Source: an optimization exercise on an open RTL-to-GDS flow (aim: small area). Production flows keep margins and buffers that such runs may drop. In this exercise RTL edits were held to simulation tests only and were not proved equivalent to the original. Power and IR drop assume default switching activity.

==> flow/design.v <==
module ROM_COS(clka, ena, addra, douta);
input clka, ena;
input [9:0] addra;
output [11:0] douta;
assign douta = 12'd0;
endmodule
module ROM_SINE(clka, ena, addra, douta);
input clka, ena;
input [9:0] addra;
output [11:0] douta;
assign douta = 12'd0;
endmodule
module NCO(clk, rst, en, ncos, nsin);
input clk, rst, en;
output [11:0] ncos, nsin;
assign ncos = 12'd0;
assign nsin = 12'd0;
endmodule
module CO(clk, rst, en, I, Q, I_ro, Q_ro);
input clk, rst, en;
input [1:0] I;
input [1:0] Q;
output [13:0] I_ro;
output [13:0] Q_ro;
function [7:0] ADD; input [7:0] x; input [7:0] y; input ci;
  integer i; reg cy;
  begin
    cy = ci;
    for (i = 0; i < 8; i = i + 1) begin
      ADD[i] = x[i] ^ y[i] ^ cy;
      cy = (x[i] & y[i]) | (cy & (x[i] ^ y[i]));
    end
  end
endfunction
function [7:0] CNEG; input [7:0] x; input n;
  integer i; reg any;
  begin
    any = 1'b0;
    for (i = 0; i < 8; i = i + 1) begin
      CNEG[i] = x[i] ^ (n & any);
      any = any | x[i];
    end
  end
endfunction
function [7:0] MUL; input [1:0] k; input [5:0] s;
  MUL = ({8{k[1]}} & {1'b0, s, 1'b0}) | ({8{k[0]}} & {2'b0, s});
endfunction
reg [1:0] q;
reg p;
reg [6:0] xb;                
wire [6:0] x = ~xb;
reg [1:0] It, Qt;
integer j;
reg [6:0] xn;
reg cy;
always @(*) begin
  cy = 1'b1;
  for (j = 0; j < 7; j = j + 1) begin
    xn[j] = x[j] ^ cy;
    cy = cy & (x[j] ^ p);
  end
end
wire w = x[0] & (&(x[6:1] ^ {6{p}}));
always @(posedge clk or posedge rst) begin
  if (rst) begin
    q <= 2'd0;
    p <= 1'b0;
    xb <= 7'd0;
    It <= 2'd0;
    Qt <= 2'd0;
  end else begin
    q <= {q[1] ^ (q[0] & p & w), q[0] ^ (p & w)};
    p <= p ^ w;
    xb <= ~xn;
    It <= I;
    Qt <= Q;
  end
end
wire s = p & ~(|x);
wire [5:0] bt;
wire [4:0] st;
BIGT u_big(.a(x), .y(bt));
SMALLT u_small(.a(x), .y(st));
wire [5:0] A = s ? 6'd28 : bt;
wire [5:0] B = s ? 6'd28 : {1'b0, st};
wire sw = p ^ q[0];
wire cneg = q[1] ^ q[0];
wire sneg = q[1];
wire [1:0] mi = {It[1] & ~It[0], It[0]};    
wire [1:0] mq = {Qt[1] & ~Qt[0], Qt[0]};    
wire ic = It[1] ^ cneg, is = It[1] ^ sneg;   
wire qc = Qt[1] ^ cneg, qs = Qt[1] ^ sneg;   
wire [1:0] ia = sw ? mq : mi;
wire [1:0] ib = sw ? mi : mq;
wire isa = sw ? ~qs : ic;
wire isb = sw ? ic : ~qs;
wire qsa = sw ? is : qc;
wire qsb = sw ? qc : is;
wire [5:0] fi = {isa, isa ^ isb, ib, ia};
wire [5:0] fq = {qsa, qsa ^ qsb, ia, ib};
wire [7:0] wi = ADD(MUL(fi[1:0], A), MUL(fi[3:2], B) ^ {8{fi[4]}}, fi[4]);
wire [7:0] wq = ADD(MUL(fq[1:0], A), MUL(fq[3:2], B) ^ {8{fq[4]}}, fq[4]);
reg [7:0] ir, qr;
reg ineg, qneg;
always @(posedge clk or posedge rst) begin
  if (rst) begin
    ir <= 8'd0;
    qr <= 8'd0;
    ineg <= 1'b0;
    qneg <= 1'b0;
  end else if (en) begin
    ir <= wi;
    qr <= wq;
    ineg <= fi[5];
    qneg <= fq[5];
  end
end
wire [7:0] ri = CNEG(ir, ineg);
wire [7:0] rq = CNEG(qr, qneg);
assign I_ro = {{6{ri[7]}}, ri};
assign Q_ro = {{6{rq[7]}}, rq};
endmodule
module BIGT(a, y);
  input [6:0] a;
  output [5:0] y;
  wire new_n14, new_n15, new_n16, new_n17, new_n18, new_n19, new_n20,
    new_n21, new_n22, new_n23, new_n24, new_n25, new_n26, new_n27, new_n28,
    new_n29, new_n30, new_n31, new_n32, new_n33, new_n34, new_n35, new_n36,
    new_n37, new_n38, new_n39, new_n40, new_n42, new_n43, new_n44, new_n45,
    new_n46, new_n47, new_n48, new_n50, new_n51, new_n52;
  assign new_n14 = ~a[0] & ~a[1];
  assign new_n15 = a[2] & ~new_n14;
  assign new_n16 = a[0] & a[1];
  assign new_n17 = ~a[1] & a[5];
  assign new_n18 = ~a[4] & ~new_n17;
  assign new_n19 = ~new_n16 & ~new_n18;
  assign new_n20 = new_n15 & ~new_n19;
  assign new_n21 = ~a[3] & ~new_n20;
  assign new_n22 = ~a[5] & ~new_n16;
  assign new_n23 = a[3] & new_n15;
  assign new_n24 = ~new_n22 & new_n23;
  assign new_n25 = ~new_n21 & ~new_n24;
  assign new_n26 = a[6] & ~new_n25;
  assign new_n27 = a[0] & a[6];
  assign new_n28 = ~a[1] & ~a[2];
  assign new_n29 = ~new_n27 & new_n28;
  assign new_n30 = a[3] & a[4];
  assign new_n31 = ~new_n29 & new_n30;
  assign new_n32 = a[5] & new_n31;
  assign new_n33 = ~new_n26 & ~new_n32;
  assign new_n34 = ~a[4] & ~new_n24;
  assign new_n35 = a[5] & ~new_n34;
  assign new_n36 = ~a[5] & new_n34;
  assign new_n37 = ~new_n35 & ~new_n36;
  assign new_n38 = a[6] & new_n37;
  assign new_n39 = ~a[5] & ~a[6];
  assign new_n40 = ~new_n31 & new_n39;
  assign y[2] = ~new_n38 & ~new_n40;
  assign new_n42 = new_n37 & y[2];
  assign new_n43 = new_n33 & ~new_n42;
  assign new_n44 = a[2] & ~a[3];
  assign new_n45 = ~new_n16 & ~new_n44;
  assign new_n46 = a[4] & a[5];
  assign new_n47 = ~new_n45 & new_n46;
  assign new_n48 = new_n26 & new_n47;
  assign y[0] = ~new_n43 & ~new_n48;
  assign new_n50 = new_n31 & ~new_n33;
  assign new_n51 = a[6] & new_n34;
  assign new_n52 = ~new_n40 & ~new_n51;
  assign y[1] = ~new_n50 & new_n52;
  assign y[4] = a[6] & new_n35;
  assign y[3] = new_n40 | y[4];
  assign y[5] = ~y[4];
endmodule
module SMALLT(a, y);
  input [6:0] a;
  output [4:0] y;
  wire new_n13, new_n14, new_n15, new_n16, new_n17, new_n18, new_n19,
    new_n20, new_n21, new_n22, new_n23, new_n24, new_n25, new_n26, new_n27,
    new_n28, new_n29, new_n30, new_n31, new_n32, new_n33, new_n34, new_n35,
    new_n36, new_n37, new_n38, new_n39, new_n40, new_n41, new_n42, new_n43,
    new_n44, new_n45, new_n46, new_n47, new_n49, new_n50, new_n51, new_n52,
    new_n53, new_n54, new_n55, new_n57, new_n58, new_n59, new_n60, new_n61,
    new_n62, new_n63, new_n65, new_n66, new_n67, new_n69;
  assign new_n13 = ~a[1] & a[4];
  assign new_n14 = ~a[0] & new_n13;
  assign new_n15 = a[3] & a[5];
  assign new_n16 = new_n14 & new_n15;
  assign new_n17 = a[0] & ~a[3];
  assign new_n18 = ~new_n13 & new_n17;
  assign new_n19 = ~a[1] & ~a[5];
  assign new_n20 = ~a[4] & ~new_n19;
  assign new_n21 = a[6] & ~new_n20;
  assign new_n22 = ~new_n18 & new_n21;
  assign new_n23 = ~new_n16 & ~new_n22;
  assign new_n24 = a[3] & ~a[5];
  assign new_n25 = a[2] & ~new_n24;
  assign new_n26 = new_n14 & ~new_n25;
  assign new_n27 = ~a[3] & a[5];
  assign new_n28 = ~a[2] & ~new_n27;
  assign new_n29 = ~new_n26 & ~new_n28;
  assign new_n30 = ~new_n23 & ~new_n29;
  assign new_n31 = ~a[5] & a[6];
  assign new_n32 = a[2] & ~new_n31;
  assign new_n33 = ~a[5] & ~a[6];
  assign new_n34 = ~a[4] & ~new_n28;
  assign new_n35 = ~new_n33 & ~new_n34;
  assign new_n36 = ~a[3] & a[6];
  assign new_n37 = ~a[0] & ~new_n36;
  assign new_n38 = a[1] & ~new_n37;
  assign new_n39 = ~new_n35 & new_n38;
  assign new_n40 = ~new_n32 & ~new_n39;
  assign new_n41 = ~a[4] & new_n36;
  assign new_n42 = a[5] & ~new_n41;
  assign new_n43 = a[0] & a[1];
  assign new_n44 = new_n32 & new_n43;
  assign new_n45 = ~new_n42 & new_n44;
  assign new_n46 = new_n23 & ~new_n45;
  assign new_n47 = ~new_n40 & new_n46;
  assign y[0] = new_n30 | new_n47;
  assign new_n49 = ~new_n30 & ~new_n45;
  assign new_n50 = a[5] & a[6];
  assign new_n51 = new_n49 & ~new_n50;
  assign new_n52 = ~new_n49 & new_n50;
  assign new_n53 = ~new_n51 & ~new_n52;
  assign new_n54 = ~a[3] & ~new_n53;
  assign new_n55 = a[3] & new_n53;
  assign y[1] = ~new_n54 & ~new_n55;
  assign new_n57 = a[3] & ~a[6];
  assign new_n58 = ~new_n36 & ~new_n57;
  assign new_n59 = ~new_n51 & ~new_n58;
  assign new_n60 = ~a[4] & ~new_n59;
  assign new_n61 = a[4] & ~new_n15;
  assign new_n62 = new_n59 & new_n61;
  assign new_n63 = ~new_n52 & ~new_n62;
  assign y[2] = ~new_n60 & new_n63;
  assign new_n65 = a[4] & new_n57;
  assign new_n66 = ~new_n41 & ~new_n65;
  assign new_n67 = ~new_n49 & ~new_n66;
  assign y[3] = new_n42 | new_n67;
  assign new_n69 = ~a[5] & new_n67;
  assign y[4] = a[6] & ~new_n69;
endmodule
export LEC_CHECK = 0
export ABC_AREA = 1
export CAP_MARGIN = 20
export CORE_MARGIN = 2
export CORE_UTILIZATION = 40
export SLEW_MARGIN = 20
export SYNTH_MEMORY_MAX_BITS = 32768
create_clock -name core_clock -period 5.0 [get_ports {clk}]
standard.sh (not shown) runs the stock make flow with config.mk's settings and CLKGATE_MAP_FILE= SYNTH_SCRIPT=/design/flow/synth_recipe.tcl, a recipe that flattens the netlist after the stock synthesis.
==> flow/flow/run.sh <==
#!/bin/bash
# Own layout flow: the standard layout (standard.sh), with these changes:
#  - synthesis maps with an area-only ABC script (flow/abc_area.script) instead of
#    ORFS's, which sizes and buffers for speed; everything else in synthesis is
#    the standard script (synth_recipe.tcl), so the registers are the same;
#  - port buffering uses the smallest buffer cell (every port still gets one);
#  - clock tree synthesis takes its arguments from flow/cts_args.txt (no dummy
#    loads, small clock buffers).
# ORFS writes each step's full log under orfs/logs; the make output of each
# standard.sh call goes to flow_synth.log and flow_finish.log here.
set -euo pipefail
W=$PWD
rm -rf "$W/myscripts"
cp -r "$FLOW_HOME/scripts" "$W/myscripts"
cp "$W/flow/abc_area.script" "$W/myscripts/abc_area.script"
export SCRIPTS_DIR="$W/myscripts"
export BUFFER_PORTS_ARGS="-buffer_cell sky130_fd_sc_hd__buf_1"
if [[ -f "$W/flow/cts_args.txt" ]]; then
  CTS_ARGS="$(tr '\n' ' ' < "$W/flow/cts_args.txt")"
  export CTS_ARGS
fi
bash "$W/standard.sh" synth > "$W/flow_synth.log" 2>&1
bash "$W/standard.sh" finish > "$W/flow_finish.log" 2>&1
test -f "$W/out/final.def"
==> flow/flow/abc_area.script <==
strash
dch
map -a
topo
==> flow/flow/cts_args.txt <==
-sink_clustering_enable -repair_clock_nets -buf_list sky130_fd_sc_hd__clkbuf_4 -dont_use_dummy_load
The first run ran to the end with no violations.
Then changed:
--- a/flow/design.v
+++ b/flow/design.v
@@ -98,30 +98,23 @@
 wire qsb = sw ? qc : is;
 wire [5:0] fi = {isa, isa ^ isb, ib, ia};
 wire [5:0] fq = {qsa, qsa ^ qsb, ia, ib};
 wire [7:0] wi = ADD(MUL(fi[1:0], A), MUL(fi[3:2], B) ^ {8{fi[4]}}, fi[4]);
 wire [7:0] wq = ADD(MUL(fq[1:0], A), MUL(fq[3:2], B) ^ {8{fq[4]}}, fq[4]);
 reg [7:0] ir, qr;
-reg ineg, qneg;
 always @(posedge clk or posedge rst) begin
   if (rst) begin
     ir <= 8'd0;
     qr <= 8'd0;
-    ineg <= 1'b0;
-    qneg <= 1'b0;
   end else if (en) begin
-    ir <= wi;
-    qr <= wq;
-    ineg <= fi[5];
-    qneg <= fq[5];
+    ir <= CNEG(wi, fi[5]);
+    qr <= CNEG(wq, fq[5]);
   end
 end
-wire [7:0] ri = CNEG(ir, ineg);
-wire [7:0] rq = CNEG(qr, qneg);
-assign I_ro = {{6{ri[7]}}, ri};
-assign Q_ro = {{6{rq[7]}}, rq};
+assign I_ro = {{6{ir[7]}}, ir};
+assign Q_ro = {{6{qr[7]}}, qr};
 endmodule
 module BIGT(a, y);
   input [6:0] a;
   output [5:0] y;
   wire new_n14, new_n15, new_n16, new_n17, new_n18, new_n19, new_n20,
     new_n21, new_n22, new_n23, new_n24, new_n25, new_n26, new_n27, new_n28,
Effect: The changed run completed and failed the layout checks on setup timing; critical path depth climbs by 2; total power drops slightly; final area went up by roughly a tenth; global-route usage went up by 0.49 points; die area goes down by a few percent; routed wire length rises by a little under a tenth; via count rose by a few percent; synthesized area goes down by a few percent.

==> port drivers added, routing unchanged <==
No port has a modelled driver above. Below, the same layouts with a new extraction and two added sets of constraints. Step 1 assumes that a clkbuf_16 drives the clock port and a buf_2 every other input. Step 2 times the ports against the registers' clock, not the clock port: input delays grow and output delays shrink by t, the midpoint of the rising clock arrivals with the driver on. Three values: ideal ports, drivers, drivers and shift; two values: the first two.
| run | t (ns) | slack for setup (ns) | cell pins on the clock port's net |
|---|---|---|---|
| the first run | 0.354 | 0.293 / 0.293 / 0.293 | 1 |
| the second run | 0.354 | -0.029 / -0.029 / -0.029 | 1 |
